From an optimization exercise on the open Yosys and OpenROAD flow, aimed at small area; shortcuts taken in it are not production practice.
Only simulation tests tie the RTL to the original design; equivalence was not proved.
The clock port is modelled as an ideal driver; clocking choices that lean on that would not hold on a real chip.
Power figures rest on the tool's default switching activity, not on a simulated workload.

==> 02-10 <==
==> flow/design.v <==
module timer #(
  parameter int CLK_HZ      = 20_000,
  parameter int MS_TICK_HZ  = 1_000,
  parameter int RAND_MIN_MS = 2000,
  parameter int RAND_MAX_MS = 15000
)(
  input  logic       clk,
  input  logic       rst_n,
  input  logic       start_btn,
  input  logic       stop_btn,
  output logic       stim_led,
  output logic [7:0] sseg,
  output logic [7:0] an
);
  localparam logic [1:0] IDLE = 2'd2, WAIT1 = 2'd0, RUN = 2'd1, DONE = 2'd3;
  logic [1:0] start_sync, stop_sync;
  always_ff @(posedge clk or negedge rst_n) begin
    if (!rst_n) begin
      start_sync <= 2'b00;
      stop_sync  <= 2'b00;
    end else begin
      start_sync <= {start_sync[0], start_btn};
      stop_sync  <= {stop_sync[0],  stop_btn};
    end
  end
  wire start_pe = start_sync[1] & ~start_sync[0];
  wire stop_pe  = stop_sync[1]  & ~stop_sync[0];
  logic [1:0] q;
  logic [3:0] pre;
  logic [1:0] sel;
  logic [2:0] m5;
  wire q3   = q[1] & ~q[0];           
  wire q0   = ~q[1] & ~q[0];          
  wire pen  = q3;
  wire sen  = q3 & (&pre);
  always_ff @(posedge clk or negedge rst_n) begin
    if (!rst_n) begin
      q   <= '0;
      pre <= '0;
      sel <= '0;
      m5  <= '0;
    end else begin
      q   <= {q[0], ~q[1]};
      pre <= pre ^ {pen & pre[2] & pre[1] & pre[0], pen & pre[1] & pre[0], pen & pre[0], pen};
      sel <= sel ^ {sen & sel[0], sen};
      m5  <= {m5[1:0], ~(m5[2] | m5[1])};
    end
  end
  wire tick   = q3 & m5[2] & ~m5[1];      
  wire tick_d = q0 & ~m5[2] & ~m5[0];     
  logic [1:0]  cs;
  logic [13:0] r;
  wire end1 = (r == 14'h3FFF) || (r == 14'd3382);
  logic        inc_en, xs6;
  logic [13:0] r_inc;
  always_comb begin
    logic c, co;
    c = inc_en;
    for (int g = 0; g < 3; g++) begin
      logic [3:0] d;
      d  = r[4*g +: 4];
      co = c & (&d);
      r_inc[4*g]     = d[0] ^ c;
      r_inc[4*g + 1] = (d[1] ^ (c & d[0])) | (co & xs6);
      r_inc[4*g + 2] = (d[2] ^ (c & d[0] & d[1])) | (co & xs6);
      r_inc[4*g + 3] = d[3] ^ (c & d[0] & d[1] & d[2]);
      c = co;
    end
    r_inc[12] = r[12] ^ c;
    r_inc[13] = r[13] ^ (c & r[12]);
  end
  logic [1:0]  ns;
  logic [13:0] r_nx;
  always_comb begin
    ns     = cs;
    inc_en = 1'b0;
    xs6    = 1'b1;
    r_nx   = r_inc;
    unique case (cs)
      IDLE: begin
        if (start_pe) ns = WAIT1;
        else          r_nx = {~(r[13] ^ r[4] ^ r[2] ^ r[0]), r[13:1]};
      end
      WAIT1: begin
        xs6    = 1'b0;
        inc_en = tick;
        if (stop_pe | end1) r_nx = 14'h0666;    
        if (stop_pe)        ns = DONE;
        else if (end1)      ns = RUN;
      end
      RUN: begin
        inc_en = (r[13] ? tick : tick_d) & ~stop_pe;
        if (stop_pe | (r[13] & r[12])) ns = DONE;
      end
      default: ;
    endcase
  end
  always_ff @(posedge clk or negedge rst_n) begin
    if (!rst_n) begin
      cs <= IDLE;
      r  <= 14'h3FFE;
    end else begin
      cs <= ns;
      r  <= r_nx;
    end
  end
  assign stim_led = (cs == RUN) & r[13];
  logic [3:0] nib;
  always_comb begin
    if (cs == IDLE)
      nib = (sel == 2'd0) ? 4'd0 : (sel == 2'd1) ? 4'd4 : 4'd1;
    else if ((cs == RUN || cs == DONE) && r[13])
      case (sel)
        2'd0: nib = r[3:0];
        2'd1: nib = r[7:4];
        2'd2: nib = r[11:8];
        default: nib = {3'b011, r[12]};
      endcase
    else if (cs == DONE)
      nib = 4'd15;
    else
      nib = 4'd1;
  end
  always_comb begin
    case (nib)
      4'd0: sseg = 8'hCF;
      4'd1: sseg = 8'hFF;
      4'd2: sseg = 8'hFF;
      4'd3: sseg = 8'hFF;
      4'd4: sseg = 8'h89;
      4'd5: sseg = 8'hFF;
      4'd6: sseg = 8'hC0;
      4'd7: sseg = 8'hF9;
      4'd8: sseg = 8'hA4;
      4'd9: sseg = 8'hB0;
      4'd10: sseg = 8'h99;
      4'd11: sseg = 8'h92;
      4'd12: sseg = 8'h82;
      4'd13: sseg = 8'hF8;
      4'd14: sseg = 8'h80;
      default: sseg = 8'h90;
    endcase
  end
  assign an = ~(8'b0000_0001 << sel);
endmodule
==> flow/flow/run.sh <==
#!/bin/bash
# Layout flow: the standard flow (standard.sh) with these changes.
#  1. Synthesis runs flow/synth.tcl: the standard flow's synthesis script, but with
#     Yosys's half/full-adder extraction skipped and the technology mapping
#     done by the area-oriented ABC script flow/area.abc (same registers).
#  2. Port buffers use the smallest buffer cell (buf_1); one tie cell
#     drives all constant outputs.
#  3. Clock tree: flow/cts.tcl replaces ORFS's CTS step: the clock port
#     drives a few clock buffers, each feeding a group of registers.
# Each tool's output goes to a log file in this folder.
set -euo pipefail
HERE=$(pwd)
cat >> config.mk <<'EOC'
export BUFFER_PORTS_ARGS = -buffer_cell sky130_fd_sc_hd__buf_1
export SYNTH_INSBUF = 0
export SKIP_REPAIR_TIE_FANOUT = 1
export GPL_TIMING_DRIVEN = 0
EOC
export AREA_ABC_SCRIPT=$HERE/flow/area.abc
sed "s#SYNTH_SCRIPT=[^ ]*#SYNTH_SCRIPT=$HERE/flow/synth.tcl#" standard.sh > area_synth.sh
bash area_synth.sh synth > synth.log 2>&1
bash standard.sh place > place.log 2>&1
RESULTS=$HERE/orfs/results/$FLOW_PLATFORM/timer/base
PLATFORM_DIR=$FLOW_HOME/platforms/$FLOW_PLATFORM
RESULTS=$RESULTS PLATFORM_DIR=$PLATFORM_DIR LIB_FILES="$PLATFORM_DIR/lib/sky130_fd_sc_hd__tt_025C_1v80.lib" \
  NBUF=${NBUF:-1} CTS_CELL=${CTS_CELL:-sky130_fd_sc_hd__clkbuf_16} \
  openroad -no_init -exit $HERE/flow/cts.tcl > cts.log 2>&1
cp $RESULTS/4_1_cts.odb $RESULTS/4_cts.odb
bash standard.sh > standard.log 2>&1
==> flow/flow/area.abc <==
strash
&get -n
&fraig -x
&put
scorr
dc2
dretime
strash
&get -n
&dch -f
&nf -R 1000
&put
strash
&get -n
&dch -f
&nf -R 1000
&put
strash
&get -n
&dch -f
&nf -R 1000
&put
strash
&get -n
&dch -f
&nf -R 1000
&put
strash
&get -n
&dch -f
&nf -R 1000
&put
strash
&get -n
&dch -f
&nf -R 1000
&put
==> flow/flow/cts.tcl <==
# Clock tree: the clock port drives NBUF clock buffers (CTS_CELL), each
# feeding the clock pins of one group of registers (grouped by x position).
# Replaces ORFS's CTS step, which builds a 2-level H-tree even for a few sinks.
set R $::env(RESULTS)
foreach lib $::env(LIB_FILES) { read_liberty $lib }
read_db $R/3_place.odb
read_sdc $R/3_place.sdc
source $::env(PLATFORM_DIR)/setRC.tcl
set block [ord::get_db_block]
set dbu [$block getDbUnitsPerMicron]
set sinks {}
foreach it [[$block findNet clk] getITerms] {
  set b [[$it getInst] getBBox]
  lappend sinks [list [expr {([$b xMin] + [$b xMax]) / 2.0 / $dbu}] [expr {([$b yMin] + [$b yMax]) / 2.0 / $dbu}] [[$it getInst] getName]/[[$it getMTerm] getName]]
}
set sinks [lsort -real -index 0 $sinks]
set n [llength $sinks]
set nbuf $::env(NBUF)
for {set g 0} {$g < $nbuf} {incr g} {
  set grp [lrange $sinks [expr {$g * $n / $nbuf}] [expr {($g + 1) * $n / $nbuf - 1}]]
  set sx 0; set sy 0; set pins {}
  foreach s $grp { set sx [expr {$sx + [lindex $s 0]}]; set sy [expr {$sy + [lindex $s 1]}]; lappend pins [get_pins [lindex $s 2]] }
  set cx [expr {$sx / [llength $grp]}]; set cy [expr {$sy / [llength $grp]}]
  insert_buffer -buffer_cell $::env(CTS_CELL) -net clk -load_pins $pins -location [list $cx $cy] -buffer_name clkbuf_$g -net_name clknet_$g
}
detailed_placement
check_placement -verbose
set_propagated_clock [all_clocks]
estimate_parasitics -placement
report_clock_skew
report_check_types -max_slew -max_capacitance -violators
set worst 0
foreach pin [get_pins -hierarchical */CLK] { set s [get_property $pin slew_max]; if {$s > $worst} {set worst $s} }
puts "worst clock pin slew (placement estimate): $worst"
write_db $R/4_1_cts.odb
write_sdc $R/4_cts.sdc
==> flow/flow/synth.tcl <==
# The standard flow's synthesis script (standard ORFS synthesis without fsm/share, then
# flattened and renamed the same way), with one change: the technology
# mapping step runs an area-oriented ABC script instead of the default one.
proc synth {args} { yosys synth -nofsm -noshare {*}$args }
proc abc {args} {
  set i [lsearch -exact $args -script]
  if { $i >= 0 } { set args [lreplace $args $i [expr { $i + 1 }] -script $::env(AREA_ABC_SCRIPT)] }
  set j [lsearch -exact $args -D]
  if { $j >= 0 } { set args [lreplace $args $j [expr { $j + 1 }]] }
  yosys abc {*}$args
}
proc extract_fa {args} { }
source $::env(SCRIPTS_DIR)/synth.tcl
# left out here: clear keep_hierarchy, flatten, clean up, hide names made inside functions, write 1_2_yosys.v
==> flow/standard.sh <==
#!/bin/bash
# synth_recipe.tcl (not shown) runs the flow's synth.tcl, then flattens the netlist and writes it again
# the make line also repeats each setting of config.mk as NAME=value (left out here)
make -C /OpenROAD-flow-scripts/flow DESIGN_CONFIG=/design/flow/config.mk WORK_HOME=/design/flow/orfs CLKGATE_MAP_FILE= SYNTH_SCRIPT=/design/flow/synth_recipe.tcl "${@:-finish}"
==> flow/config.mk <==
export PLATFORM = sky130hd
export DESIGN_NAME = timer
export DESIGN_NICKNAME = timer
export VERILOG_FILES = /design/flow/design.v
export SDC_FILE = /design/flow/constraint.sdc
export NUM_CORES = 4
export LEC_CHECK = 0
export CAP_MARGIN = 20
export CORE_MARGIN = 2
export CORE_UTILIZATION = 40
export SLEW_MARGIN = 20
export BUFFER_PORTS_ARGS = -buffer_cell sky130_fd_sc_hd__buf_1
export SYNTH_INSBUF = 0
export SKIP_REPAIR_TIE_FANOUT = 1
export GPL_TIMING_DRIVEN = 0
==> flow/constraint.sdc <==
create_clock -name core_clock -period 80.0 [get_ports {clk}]
set_input_delay 16.0000 -clock core_clock [delete_from_list [all_inputs] [get_ports {clk}]]
set_output_delay 16.0000 -clock core_clock [all_outputs]
set_load 0.01 [all_outputs]
==> inputs of 01-16, as changes to 02-10 <==
--- a/flow/design.v
+++ b/flow/design.v
@@ -53,6 +53,6 @@
   wire end1 = (r == 14'h3FFF) || (r == 14'd3382);
-  logic        inc_en, xs6;
+  logic        inc_en, bcd;
   logic [13:0] r_inc;
   always_comb begin
-    logic c, co;
+    logic c;
     c = inc_en;
@@ -60,9 +60,10 @@
       logic [3:0] d;
-      d  = r[4*g +: 4];
-      co = c & (&d);
+      logic       w;
+      d = r[4*g +: 4];
+      w = c & bcd & d[3] & d[0];             
       r_inc[4*g]     = d[0] ^ c;
-      r_inc[4*g + 1] = (d[1] ^ (c & d[0])) | (co & xs6);
-      r_inc[4*g + 2] = (d[2] ^ (c & d[0] & d[1])) | (co & xs6);
-      r_inc[4*g + 3] = d[3] ^ (c & d[0] & d[1] & d[2]);
-      c = co;
+      r_inc[4*g + 1] = (d[1] ^ (c & d[0])) & ~w;
+      r_inc[4*g + 2] = d[2] ^ (c & d[0] & d[1]);
+      r_inc[4*g + 3] = (d[3] ^ (c & d[0] & d[1] & d[2])) & ~w;
+      c = c & d[0] & d[3] & (bcd | (d[1] & d[2]));
     end
@@ -76,3 +77,3 @@
     inc_en = 1'b0;
-    xs6    = 1'b1;
+    bcd    = 1'b1;
     r_nx   = r_inc;
@@ -84,5 +85,5 @@
       WAIT1: begin
-        xs6    = 1'b0;
+        bcd    = 1'b0;
         inc_en = tick;
-        if (stop_pe | end1) r_nx = 14'h0666;    
+        if (stop_pe | end1) r_nx = 14'd0;
         if (stop_pe)        ns = DONE;
@@ -110,3 +111,3 @@
     if (cs == IDLE)
-      nib = (sel == 2'd0) ? 4'd0 : (sel == 2'd1) ? 4'd4 : 4'd1;
+      nib = (sel == 2'd0) ? 4'hE : (sel == 2'd1) ? 4'hC : 4'hB;
     else if ((cs == RUN || cs == DONE) && r[13])
@@ -116,8 +117,8 @@
         2'd2: nib = r[11:8];
-        default: nib = {3'b011, r[12]};
+        default: nib = {3'd0, r[12]};
       endcase
     else if (cs == DONE)
-      nib = 4'd15;
+      nib = 4'd9;
     else
-      nib = 4'd1;
+      nib = 4'hB;
   end
@@ -125,18 +126,18 @@
     case (nib)
-      4'd0: sseg = 8'hCF;
-      4'd1: sseg = 8'hFF;
-      4'd2: sseg = 8'hFF;
-      4'd3: sseg = 8'hFF;
-      4'd4: sseg = 8'h89;
-      4'd5: sseg = 8'hFF;
-      4'd6: sseg = 8'hC0;
-      4'd7: sseg = 8'hF9;
-      4'd8: sseg = 8'hA4;
-      4'd9: sseg = 8'hB0;
-      4'd10: sseg = 8'h99;
-      4'd11: sseg = 8'h92;
-      4'd12: sseg = 8'h82;
-      4'd13: sseg = 8'hF8;
-      4'd14: sseg = 8'h80;
-      default: sseg = 8'h90;
+      4'd0:  sseg = 8'hC0;
+      4'd1:  sseg = 8'hF9;
+      4'd2:  sseg = 8'hA4;
+      4'd3:  sseg = 8'hB0;
+      4'd4:  sseg = 8'h99;
+      4'd5:  sseg = 8'h92;
+      4'd6:  sseg = 8'h82;
+      4'd7:  sseg = 8'hF8;
+      4'd8:  sseg = 8'h80;
+      4'd9:  sseg = 8'h90;
+      4'd10: sseg = 8'h88;
+      4'd11: sseg = 8'hFF;
+      4'd12: sseg = 8'h89;
+      4'd13: sseg = 8'hFF;
+      4'd14: sseg = 8'hCF;
+      default: sseg = 8'hFF;
     endcase
--- a/flow/flow/run.sh
+++ b/flow/flow/run.sh
@@ -5,4 +5,3 @@
 #     done by the area-oriented ABC script flow/area.abc (same registers).
-#  2. Port buffers use the smallest buffer cell (buf_1); one tie cell
-#     drives all constant outputs.
+#  2. Port buffers use the smallest buffer cell (buf_1).
 #  3. Clock tree: flow/cts.tcl replaces ORFS's CTS step: the clock port
@@ -14,5 +13,2 @@
 export BUFFER_PORTS_ARGS = -buffer_cell sky130_fd_sc_hd__buf_1
-export SYNTH_INSBUF = 0
-export SKIP_REPAIR_TIE_FANOUT = 1
-export GPL_TIMING_DRIVEN = 0
 EOC
--- a/flow/flow/area.abc
+++ b/flow/flow/area.abc
@@ -27,11 +27 @@
 &put
-strash
-&get -n
-&dch -f
-&nf -R 1000
-&put
-strash
-&get -n
-&dch -f
-&nf -R 1000
-&put
- GPL_TIMING_DRIVEN: 0 -> unset
- SKIP_REPAIR_TIE_FANOUT: 1 -> unset
- SYNTH_INSBUF: 0 -> unset
==> inputs of 06-20, as changes to 02-10 <==
--- a/flow/design.v
+++ b/flow/design.v
@@ -53,6 +53,6 @@
   wire end1 = (r == 14'h3FFF) || (r == 14'd3382);
-  logic        inc_en, xs6;
+  logic        inc_en, bcd;
   logic [13:0] r_inc;
   always_comb begin
-    logic c, co;
+    logic c;
     c = inc_en;
@@ -60,9 +60,10 @@
       logic [3:0] d;
-      d  = r[4*g +: 4];
-      co = c & (&d);
+      logic       w;
+      d = r[4*g +: 4];
+      w = c & bcd & d[3] & d[0];             
       r_inc[4*g]     = d[0] ^ c;
-      r_inc[4*g + 1] = (d[1] ^ (c & d[0])) | (co & xs6);
-      r_inc[4*g + 2] = (d[2] ^ (c & d[0] & d[1])) | (co & xs6);
-      r_inc[4*g + 3] = d[3] ^ (c & d[0] & d[1] & d[2]);
-      c = co;
+      r_inc[4*g + 1] = (d[1] ^ (c & d[0])) & ~w;
+      r_inc[4*g + 2] = d[2] ^ (c & d[0] & d[1]);
+      r_inc[4*g + 3] = (d[3] ^ (c & d[0] & d[1] & d[2])) & ~w;
+      c = c & d[0] & d[3] & (bcd | (d[1] & d[2]));
     end
@@ -76,3 +77,3 @@
     inc_en = 1'b0;
-    xs6    = 1'b1;
+    bcd    = 1'b1;
     r_nx   = r_inc;
@@ -84,5 +85,5 @@
       WAIT1: begin
-        xs6    = 1'b0;
+        bcd    = 1'b0;
         inc_en = tick;
-        if (stop_pe | end1) r_nx = 14'h0666;    
+        if (stop_pe | end1) r_nx = 14'd0;
         if (stop_pe)        ns = DONE;
@@ -110,3 +111,3 @@
     if (cs == IDLE)
-      nib = (sel == 2'd0) ? 4'd0 : (sel == 2'd1) ? 4'd4 : 4'd1;
+      nib = (sel == 2'd0) ? 4'hE : (sel == 2'd1) ? 4'hC : 4'hB;
     else if ((cs == RUN || cs == DONE) && r[13])
@@ -116,8 +117,8 @@
         2'd2: nib = r[11:8];
-        default: nib = {3'b011, r[12]};
+        default: nib = {3'd0, r[12]};
       endcase
     else if (cs == DONE)
-      nib = 4'd15;
+      nib = 4'd9;
     else
-      nib = 4'd1;
+      nib = 4'hB;
   end
@@ -125,18 +126,18 @@
     case (nib)
-      4'd0: sseg = 8'hCF;
-      4'd1: sseg = 8'hFF;
-      4'd2: sseg = 8'hFF;
-      4'd3: sseg = 8'hFF;
-      4'd4: sseg = 8'h89;
-      4'd5: sseg = 8'hFF;
-      4'd6: sseg = 8'hC0;
-      4'd7: sseg = 8'hF9;
-      4'd8: sseg = 8'hA4;
-      4'd9: sseg = 8'hB0;
-      4'd10: sseg = 8'h99;
-      4'd11: sseg = 8'h92;
-      4'd12: sseg = 8'h82;
-      4'd13: sseg = 8'hF8;
-      4'd14: sseg = 8'h80;
-      default: sseg = 8'h90;
+      4'd0:  sseg = 8'hC0;
+      4'd1:  sseg = 8'hF9;
+      4'd2:  sseg = 8'hA4;
+      4'd3:  sseg = 8'hB0;
+      4'd4:  sseg = 8'h99;
+      4'd5:  sseg = 8'h92;
+      4'd6:  sseg = 8'h82;
+      4'd7:  sseg = 8'hF8;
+      4'd8:  sseg = 8'h80;
+      4'd9:  sseg = 8'h90;
+      4'd10: sseg = 8'h88;
+      4'd11: sseg = 8'hFF;
+      4'd12: sseg = 8'h89;
+      4'd13: sseg = 8'hFF;
+      4'd14: sseg = 8'hCF;
+      default: sseg = 8'hFF;
     endcase
--- a/flow/flow/run.sh
+++ b/flow/flow/run.sh
@@ -25,3 +25,3 @@
 RESULTS=$RESULTS PLATFORM_DIR=$PLATFORM_DIR LIB_FILES="$PLATFORM_DIR/lib/sky130_fd_sc_hd__tt_025C_1v80.lib" \
-  NBUF=${NBUF:-1} CTS_CELL=${CTS_CELL:-sky130_fd_sc_hd__clkbuf_16} \
+  NBUF=${NBUF:-1} CTS_CELL=${CTS_CELL:-sky130_fd_sc_hd__buf_12} \
   openroad -no_init -exit $HERE/flow/cts.tcl > cts.log 2>&1
--- a/flow/flow/area.abc
+++ b/flow/flow/area.abc
@@ -27,11 +27 @@
 &put
-strash
-&get -n
-&dch -f
-&nf -R 1000
-&put
-strash
-&get -n
-&dch -f
-&nf -R 1000
-&put
- CORE_UTILIZATION: 40 -> 65
==> inputs of 08-04, as changes to 02-10 <==
--- a/flow/design.v
+++ b/flow/design.v
@@ -53,6 +53,6 @@
   wire end1 = (r == 14'h3FFF) || (r == 14'd3382);
-  logic        inc_en, xs6;
+  logic        inc_en, bcd;
   logic [13:0] r_inc;
   always_comb begin
-    logic c, co;
+    logic c;
     c = inc_en;
@@ -60,9 +60,10 @@
       logic [3:0] d;
-      d  = r[4*g +: 4];
-      co = c & (&d);
+      logic       w;
+      d = r[4*g +: 4];
+      w = c & bcd & d[3] & d[0];             
       r_inc[4*g]     = d[0] ^ c;
-      r_inc[4*g + 1] = (d[1] ^ (c & d[0])) | (co & xs6);
-      r_inc[4*g + 2] = (d[2] ^ (c & d[0] & d[1])) | (co & xs6);
-      r_inc[4*g + 3] = d[3] ^ (c & d[0] & d[1] & d[2]);
-      c = co;
+      r_inc[4*g + 1] = (d[1] ^ (c & d[0])) & ~w;
+      r_inc[4*g + 2] = d[2] ^ (c & d[0] & d[1]);
+      r_inc[4*g + 3] = (d[3] ^ (c & d[0] & d[1] & d[2])) & ~w;
+      c = c & d[0] & d[3] & (bcd | (d[1] & d[2]));
     end
@@ -76,3 +77,3 @@
     inc_en = 1'b0;
-    xs6    = 1'b1;
+    bcd    = 1'b1;
     r_nx   = r_inc;
@@ -84,5 +85,5 @@
       WAIT1: begin
-        xs6    = 1'b0;
+        bcd    = 1'b0;
         inc_en = tick;
-        if (stop_pe | end1) r_nx = 14'h0666;    
+        if (stop_pe | end1) r_nx = 14'd0;
         if (stop_pe)        ns = DONE;
@@ -110,3 +111,3 @@
     if (cs == IDLE)
-      nib = (sel == 2'd0) ? 4'd0 : (sel == 2'd1) ? 4'd4 : 4'd1;
+      nib = (sel == 2'd0) ? 4'hE : (sel == 2'd1) ? 4'hC : 4'hB;
     else if ((cs == RUN || cs == DONE) && r[13])
@@ -116,8 +117,8 @@
         2'd2: nib = r[11:8];
-        default: nib = {3'b011, r[12]};
+        default: nib = {3'd0, r[12]};
       endcase
     else if (cs == DONE)
-      nib = 4'd15;
+      nib = 4'd9;
     else
-      nib = 4'd1;
+      nib = 4'hB;
   end
@@ -125,18 +126,18 @@
     case (nib)
-      4'd0: sseg = 8'hCF;
-      4'd1: sseg = 8'hFF;
-      4'd2: sseg = 8'hFF;
-      4'd3: sseg = 8'hFF;
-      4'd4: sseg = 8'h89;
-      4'd5: sseg = 8'hFF;
-      4'd6: sseg = 8'hC0;
-      4'd7: sseg = 8'hF9;
-      4'd8: sseg = 8'hA4;
-      4'd9: sseg = 8'hB0;
-      4'd10: sseg = 8'h99;
-      4'd11: sseg = 8'h92;
-      4'd12: sseg = 8'h82;
-      4'd13: sseg = 8'hF8;
-      4'd14: sseg = 8'h80;
-      default: sseg = 8'h90;
+      4'd0:  sseg = 8'hC0;
+      4'd1:  sseg = 8'hF9;
+      4'd2:  sseg = 8'hA4;
+      4'd3:  sseg = 8'hB0;
+      4'd4:  sseg = 8'h99;
+      4'd5:  sseg = 8'h92;
+      4'd6:  sseg = 8'h82;
+      4'd7:  sseg = 8'hF8;
+      4'd8:  sseg = 8'h80;
+      4'd9:  sseg = 8'h90;
+      4'd10: sseg = 8'h88;
+      4'd11: sseg = 8'hFF;
+      4'd12: sseg = 8'h89;
+      4'd13: sseg = 8'hFF;
+      4'd14: sseg = 8'hCF;
+      default: sseg = 8'hFF;
     endcase
--- a/flow/flow/run.sh
+++ b/flow/flow/run.sh
@@ -16,3 +16,2 @@
 export SKIP_REPAIR_TIE_FANOUT = 1
-export GPL_TIMING_DRIVEN = 0
 EOC
--- a/flow/flow/area.abc
+++ b/flow/flow/area.abc
@@ -27,11 +27 @@
 &put
-strash
-&get -n
-&dch -f
-&nf -R 1000
-&put
-strash
-&get -n
-&dch -f
-&nf -R 1000
-&put
- GPL_TIMING_DRIVEN: 0 -> unset
==> summary.txt <==
                                                                                    01-16                     08-04                     02-10                     06-20
Status                                                                     finished clean            finished clean            finished clean            finished clean
Leak Pwr                                                                         0.683 nW                  0.671 nW                  0.645 nW                  0.666 nW
Post-detailed-routing wire length                                            3370 microns              3730 microns              3530 microns              3470 microns
Wire length on met3                                                           172 microns               136 microns               135 microns               234 microns
Hold slack final                                                                 0.385 ns                  0.399 ns                  0.389 ns                  0.400 ns
Last element of the critical path                                                 sseg[3]                   sseg[3]                   sseg[1]                   sseg[3]
Met1 global-route usage                                                             0.236                     0.227                     0.235                     0.363
Flop pwr share                                                                      0.480                     0.475                     0.477                     0.477
Share of the yosys chip area belonging to registers                                 0.478                     0.490                     0.499                     0.490
GPL Wtd Cong                                                                        0.822                     0.888                     0.862                     0.964
Number of detailed-routing iterations run before antenna repair                         6                         4                         4                         4
Final net count                                                                       210                       207                       195                       206
Fill count                                                                            387                       402                       388                       184
Total Power                                                                       52.0 uW                   52.8 uW                   61.2 uW                   52.3 uW
Sequential portion of the cell area                                                 0.446                     0.448                     0.458                     0.457
Most used standard cell by instance count after synthesis        sky130_fd_sc_hd__nand2_1  sky130_fd_sc_hd__nand2_1  sky130_fd_sc_hd__a21oi_1  sky130_fd_sc_hd__nand2_1
Complex-gate fraction of the synthesized area                                       0.199                     0.204                     0.225                     0.204
Starting Density                                                                    0.414                     0.411                     0.424                     0.672
Slack of the worst reg-to-reg path                                               77.08 ns                  76.99 ns                  76.70 ns                  77.02 ns
Mean cell area of the mapped netlist                                           8.77 sq um                8.81 sq um                9.19 sq um                8.81 sq um
Num tapcells                                                                           50                        50                        48                        30

afterwards: timing with drivers on the ports:
In the flow no input, the clock included, has a driving cell. The finished layouts below were timed again as built, in two steps.
Step 1 sets driving cells, clkbuf_16 on the clock port and buf_2 on the other inputs (assumed; they add their load-dependent delay and slew).
Step 2 moves the port delays by t, midway between the first and last clock arrival at a register: inputs arrive t later, outputs are due t later. That takes back most of the time a late clock gives input paths.
Three values: ideal, step 1, step 2; two values: the first two.
| run | t, ns | setup slack, ns | hold slack, ns |
|---|---|---|---|
| 02-10 | 0.197 | 61.706 / 61.679 / 61.876 | 0.389 / 0.389 / 0.389 |
| 01-16 | 0.194 | 61.576 / 61.548 / 61.742 | 0.385 / 0.385 / 0.385 |
| 06-20 | 0.170 | 61.407 / 61.376 / 61.546 | 0.400 / 0.400 / 0.400 |
| 08-04 | 0.197 | 61.545 / 61.516 / 61.713 | 0.399 / 0.399 / 0.399 |
After both steps every run listed still meets setup and hold.
